Background: an optimization exercise with open tools, aiming at small area. Do not read the settings as production practice.
RTL that was checked went through simulation tests only; none was proved equivalent to the original.
The clock port is modelled as an ideal driver; clocking choices that lean on that would not hold on a real chip.

==> 06-27 <==
==> flow/design.v <==
module viterbi(in0, in1, in2, in3, in4, in5, in6, in7, out, clk, reset, error);
    input [2:0] in0;
    input [2:0] in1;
    input [2:0] in2;
    input [2:0] in3;
    input [2:0] in4;
    input [2:0] in5;
    input [2:0] in6;
    input [2:0] in7;
    output [2:0] out;
    input clk;
    input reset;
    output error;
    wire sl0 = in0 > in4;
    wire sl1 = in1 > in5;
    wire sl2 = in2 > in6;
    wire sl3 = in3 > in7;
    wire [2:0] s0 = sl0 ? in4 : in0;
    wire [2:0] s1 = sl1 ? in5 : in1;
    wire [2:0] s2 = sl2 ? in6 : in2;
    wire [2:0] s3 = sl3 ? in7 : in3;
    reg [4:0] db;
    reg [2:0] dlAr, dlBr;
    reg alAr, alBr;
    wire [3:0] mag = db[4] ? -db[3:0] : db[3:0];
    wire [3:0] loA = db[4] ? 4'd0 : mag, loB = db[4] ? mag : 4'd0;
    wire [3:0] m0 = loA + (alAr ? 3'd0 : dlAr);
    wire [3:0] m1 = loA + (alAr ? dlAr : 3'd0);
    wire [3:0] m2 = loB + (alBr ? 3'd0 : dlBr);
    wire [3:0] m3 = loB + (alBr ? dlBr : 3'd0);
    wire smA = m0 > m2, ssA = s0 > s2;
    wire smB = m1 > m3, ssB = s1 > s3;
    wire [3:0] mhA = smA ? m0 : m2;
    wire [2:0] mlA = smA ? m2[2:0] : m0[2:0];     
    wire [3:0] mhB = smB ? m1 : m3;
    wire [2:0] mlB = smB ? m3[2:0] : m1[2:0];
    wire [2:0] slA = ssA ? s2 : s0, shA = ssA ? s0 : s2;
    wire [2:0] slB = ssB ? s3 : s1, shB = ssB ? s1 : s3;
    wire [3:0] dA = mhA - {1'b0, mlA}, dB = mhB - {1'b0, mlB};
    wire [2:0] eA = shA - slA, eB = shB - slB;
    wire [3:0] baseA = mlA + slA, baseB = mlB + slB;       
    wire [4:0] topA = mhA + shA, topB = mhB + shB;       
    wire err_n = topA[4] | topB[4];
    wire dgtA = dA > eA, dltA = dA < eA;
    wire dgtB = dB > eB, dltB = dB < eB;
    wire [3:0] dlA = dgtA ? eA : dA, dlB = dgtB ? eB : dB;    
    wire a0 = smA ? (ssA | dgtA) : (ssA & dltA);
    wire a1 = smA ? (~ssA | dgtA) : (~ssA & dltA);
    wire a2 = smB ? (ssB | dgtB) : (ssB & dltB);
    wire a3 = smB ? (~ssB | dgtB) : (~ssB & dltB);
    wire [4:0] dAB = {1'b0, baseA} - {1'b0, baseB};      
    wire alA = smA == ssA, alB = smB == ssB;                   
    reg err;
    reg [3:0] acs;        
    reg [3:0] sel;        
    always @(posedge clk) begin
        if (!reset) begin
            db <= 5'd0; dlAr <= 3'd0; dlBr <= 3'd0; alAr <= 1'b0; alBr <= 1'b0;
            err <= 1'b0; acs <= 4'd0; sel <= 4'd0;
        end else begin
            db <= dAB;
            dlAr <= dlA[2:0]; dlBr <= dlB[2:0];
            alAr <= alA; alBr <= alB;
            err <= err_n;
            acs <= {a3, a2, a1, a0};
            sel <= {sl3, sl2, sl1, sl0};
        end
    end
    assign error = err;
    wire zA = db[4] | (db == 5'd0), zB = ~db[4];
    wire zdA = dlAr == 3'd0, zdB = dlBr == 3'd0;
    wire [1:0] control = (zA & (alAr | zdA)) ? 2'd0 : (zA & (~alAr | zdA)) ? 2'd1 :
                         (zB & (alBr | zdB)) ? 2'd2 : 2'd3;
    reg [3:0] ah [0:11];
    reg [3:0] sh [0:11];
    integer i;
    always @(posedge clk) begin
        ah[0] <= acs;
        sh[0] <= sel;
        for (i = 1; i < 12; i = i + 1) begin
            ah[i] <= ah[i-1];
            sh[i] <= sh[i-1];
        end
    end
    reg [3:0] cnt;
    always @(posedge clk) begin
        if (!reset) cnt <= 4'd0;
        else if (cnt != 4'd12) cnt <= cnt + 4'd1;
    end
    wire valid = cnt == 4'd12;
    wire [12:0] h;
    assign h[0] = control[0];
    assign h[1] = control[1];
    genvar g;
    generate
        for (g = 0; g < 11; g = g + 1) begin : trace
            wire t1 = h[g] ? ah[g][3] : ah[g][2];
            wire t0 = h[g] ? ah[g][1] : ah[g][0];
            assign h[g+2] = h[g+1] ? t1 : t0;
        end
    endgenerate
    wire x = h[12] ? (h[11] ? ~ah[11][3] : ah[11][2]) : (h[11] ? ~ah[11][1] : ah[11][0]);
    wire sb = x ? (h[12] ? sh[11][3] : sh[11][2]) : (h[12] ? sh[11][1] : sh[11][0]);
    assign out = valid ? {sb, x, h[12]} : 3'd0;
endmodule
==> flow/flow/run.sh <==
#!/bin/bash
# Own layout flow: the standard layout (standard.sh) with these changes:
#  * synthesis: ABC maps the logic with an area-oriented script (flow/area.abc)
#    instead of ORFS's delay-oriented one, without ORFS's Kogge-Stone adder
#    map and full/half-adder extraction.  Flip-flops, their names and cells
#    are the standard synthesis's.
#  * port buffers are the smallest buffer, sky130_fd_sc_hd__buf_1 (every port
#    is still buffered);
set -euo pipefail
W=$(pwd)
ORIG=$(grep -o 'SYNTH_SCRIPT=[^ ]*' standard.sh | head -1 | cut -d= -f2- | tr -d "'\"")
sed "s#SYNTH_SCRIPT=[^ ]*#SYNTH_SCRIPT=$W/flow/synth_wrap.tcl#" standard.sh > my_standard.sh
export ORIG_SYNTH_SCRIPT="$ORIG"
export MY_ABC_SCRIPT="$W/flow/area.abc"
export ADDER_MAP_FILE=
export SYNTH_OPERATIONS_ARGS=-noshare
export BUFFER_PORTS_ARGS="-buffer_cell sky130_fd_sc_hd__buf_1"
export CTS_ARGS="-sink_clustering_enable -repair_clock_nets -dont_use_dummy_load -buf_list sky130_fd_sc_hd__clkbuf_4"
export POST_CTS_TCL="$W/flow/post_cts.tcl"
bash my_standard.sh synth > synth.log 2>&1
bash my_standard.sh > layout.log 2>&1
==> flow/flow/area.abc <==
strash
dch -f
amap
topo
==> flow/flow/post_cts.tcl <==
set clk_slew_target 0.105
proc clkfix_is_clkbuf { inst } {
  return [string match "sky130_fd_sc_hd__clkbuf_*" [get_property $inst ref_name]]
}
proc clkfix_loads { inst } {
  set o [get_pins -of_objects $inst -filter "direction==output"]
  return [get_pins -of_objects [get_nets -of_objects $o] -filter "direction==input"]
}
proc clkfix_worst_slew { inst } {
  set worst 0
  foreach p [clkfix_loads $inst] {
    set s [get_property $p slew_max]
    if { $s > $worst } { set worst $s }
  }
  return $worst
}
set clkfix_bufs {}
foreach inst [get_cells *] { if { [clkfix_is_clkbuf $inst] } { lappend clkfix_bufs $inst } }
set clkfix_leaves {}
foreach b $clkfix_bufs {
  set drives_buf 0
  foreach p [clkfix_loads $b] {
    if { [clkfix_is_clkbuf [get_cells -of_objects $p]] } { set drives_buf 1 }
  }
  if { $drives_buf } {
    replace_cell $b sky130_fd_sc_hd__clkbuf_8
  } else {
    lappend clkfix_leaves $b
  }
}
estimate_parasitics -placement
foreach b $clkfix_leaves {
  foreach sz {sky130_fd_sc_hd__clkbuf_2 sky130_fd_sc_hd__clkbuf_4 sky130_fd_sc_hd__clkbuf_8 sky130_fd_sc_hd__clkbuf_16} {
    replace_cell $b $sz
    estimate_parasitics -placement
    if { [clkfix_worst_slew $b] < $clk_slew_target } { break }
  }
}
detailed_placement
check_placement -verbose
estimate_parasitics -placement
set clkfix_max 0
foreach p [get_pins -hierarchical */CLK] { set s [get_property $p slew_max]; if { $s > $clkfix_max } { set clkfix_max $s } }
puts "clock buffer sizing: worst flip-flop clock slew [format %.3f [expr { $clkfix_max * 1000 }]] ps (estimate)"
==> flow/flow/synth_wrap.tcl <==
# Runs the standard flow's synthesis script unchanged, except that the abc call uses
# MY_ABC_SCRIPT (area-oriented) in place of its -script, without -D.
proc abc {args} {
  set out {}
  set skip 0
  foreach a $args {
    if { $skip } { set skip 0; continue }
    if { $a eq "-script" || $a eq "-D" } { set skip 1; continue }
    lappend out $a
  }
  yosys abc -script $::env(MY_ABC_SCRIPT) {*}$out
}
source $::env(ORIG_SYNTH_SCRIPT)
==> flow/standard.sh <==
#!/bin/bash
# synth_recipe.tcl (not shown) runs the flow's synth.tcl, then flattens the netlist and writes it again
# the make line also repeats each setting of config.mk as NAME=value (left out here)
make -C /OpenROAD-flow-scripts/flow DESIGN_CONFIG=/design/flow/config.mk WORK_HOME=/design/flow/orfs CLKGATE_MAP_FILE= SYNTH_SCRIPT=/design/flow/synth_recipe.tcl "${@:-finish}"
==> flow/config.mk <==
export PLATFORM = sky130hd
export DESIGN_NAME = viterbi
export DESIGN_NICKNAME = viterbi
export VERILOG_FILES = /design/flow/design.v
export SDC_FILE = /design/flow/constraint.sdc
export NUM_CORES = 4
export LEC_CHECK = 0
export CAP_MARGIN = 20
export CORE_MARGIN = 2
export CORE_UTILIZATION = 40
export SLEW_MARGIN = 20
==> flow/constraint.sdc <==
create_clock -name core_clock -period 12.0 [get_ports {clk}]
set_input_delay 2.4000 -clock core_clock [delete_from_list [all_inputs] [get_ports {clk}]]
set_output_delay 2.4000 -clock core_clock [all_outputs]
set_load 0.01 [all_outputs]
==> 02-18: changes against 06-27 <==
--- a/flow/design.v
+++ b/flow/design.v
@@ -68,8 +68,5 @@
     end
     assign error = err;
-    wire zA = db[4] | (db == 5'd0), zB = ~db[4];
-    wire zdA = dlAr == 3'd0, zdB = dlBr == 3'd0;
-    wire [1:0] control = (zA & (alAr | zdA)) ? 2'd0 : (zA & (~alAr | zdA)) ? 2'd1 :
-                         (zB & (alBr | zdB)) ? 2'd2 : 2'd3;
+    wire [1:0] control = (m0 == 4'd0) ? 2'd0 : (m1 == 4'd0) ? 2'd1 : (m2 == 4'd0) ? 2'd2 : 2'd3;
     reg [3:0] ah [0:11];
     reg [3:0] sh [0:11];
==> 10-12: changes against 06-27 <==
--- a/flow/design.v
+++ b/flow/design.v
@@ -25,8 +25,12 @@
     wire [3:0] mag = db[4] ? -db[3:0] : db[3:0];
     wire [3:0] loA = db[4] ? 4'd0 : mag, loB = db[4] ? mag : 4'd0;
-    wire [3:0] m0 = loA + (alAr ? 3'd0 : dlAr);
-    wire [3:0] m1 = loA + (alAr ? dlAr : 3'd0);
-    wire [3:0] m2 = loB + (alBr ? 3'd0 : dlBr);
-    wire [3:0] m3 = loB + (alBr ? dlBr : 3'd0);
+    wire [2:0] xA = alAr ? 3'd0 : dlAr, yA = alAr ? dlAr : 3'd0;
+    wire [2:0] xB = alBr ? 3'd0 : dlBr, yB = alBr ? dlBr : 3'd0;
+    wire gA = ~db[4];
+    wire [3:0] hx = mag + (gA ? xA : xB), hy = mag + (gA ? yA : yB);
+    wire [3:0] m0 = gA ? hx : {1'b0, xA};
+    wire [3:0] m1 = gA ? hy : {1'b0, yA};
+    wire [3:0] m2 = gA ? {1'b0, xB} : hx;
+    wire [3:0] m3 = gA ? {1'b0, yB} : hy;
     wire smA = m0 > m2, ssA = s0 > s2;
     wire smB = m1 > m3, ssB = s1 > s3;
==> notes <==
Cell area: 02-18 is larger than 06-27 (about 1.5%).
Of 02-18 and 10-12, 10-12 has the higher setup slack (gap 180 ps).
Sequential cell count is the same in 02-18 and 06-27.
Against 06-27, the critical path depth of 02-18 is higher by 7.
Between 06-27 and 02-18, the lower via count is in 06-27 (gap about 1.5%, measured against 02-18).
Non-clock buffer count is the same in 06-27 and 10-12.
Wire length, highest first: 02-18, 06-27, 10-12.
Between 02-18 and 10-12, the lower hold slack is in 02-18 (gap 19 ps).
==> figures <==
metric	06-27	02-18	10-12
Outcome	complete, no violations	complete, no violations	complete, no violations
Worst Min Path Start	ah[1][3]	sh[4][1]	sh[3][0]
Normalized max-slew margin	55.09%	53.55%	51.52%
Non-CTS inverters	81	93	61
Post-DR wirelength/cell	12.16 um	12.40 um	12.48 um
Rows	39	39	38
Count of fill cells added during filler insertion	1103	1139	1093
Proportion of cell area occupied by multi-input gates	36.71%	36.82%	37.23%
Number of multi-input logic gates	348	346	348
Start of the worst register-to-register path	db[4]	db[0]	db[4]
Maximum frequency from static timing analysis	97.84 MHz	91.87 MHz	93.44 MHz
Simple-gate share of the synthesized area	13.70%	13.48%	13.26%
Hold Path Sink	ah[2][3]	sh[5][1]	sh[4][0]
Final setup slack of the worst path	1779 ps	1115 ps	1298 ps
Slowest cell on crit path	sky130_fd_sc_hd__o22ai_1	sky130_fd_sc_hd__dfxtp_1	sky130_fd_sc_hd__dfxtp_2
Combined area of the multi-input logic cells	1837 um2	1871 um2	1842 um2
Routed length on met1	4217 um	4326 um	4317 um
Area taken by flip-flops and latches	2442 um2	2442 um2	2444 um2
Detailed-router iteration count before antenna repair	5	4	5
Clock tree skew after final layout	51.71 ps	33.02 ps	26.19 ps
Share of cells above drive strength 1	2.848%	4.119%	3.466%
Only the layout flow was run in 02-18; the RTL was not checked for function there.

## separate check: timing with driven ports
In the flow no input, the clock included, has a driving cell. The finished layouts below were timed again as built, in two steps. Step 1 sets driving cells, clkbuf_16 on the clock port and buf_2 on the other inputs (assumed; they add their load-dependent delay and slew). Step 2 adds t to the input delays and takes it off the output delays; t is the mean of the earliest and latest rising clock arrival at the registers after step 1. Input paths then give back, and output paths get back, about the clock's delay inside the block. Slacks: ideal ports / drivers / drivers and shift; pairs: ideal ports / drivers.
run	t (ns)	setup WS [ns]	worst setup path at the end	worst data-port slew with drivers (ns)
06-27	0.398	1.779 / 1.748 / 2.146	register to output	0.04
02-18	0.408	1.115 / 1.081 / 1.489	register to output	0.04
10-12	0.409	1.298 / 1.266 / 1.675	register to output	0.04
After both steps every run listed still meets setup and hold.
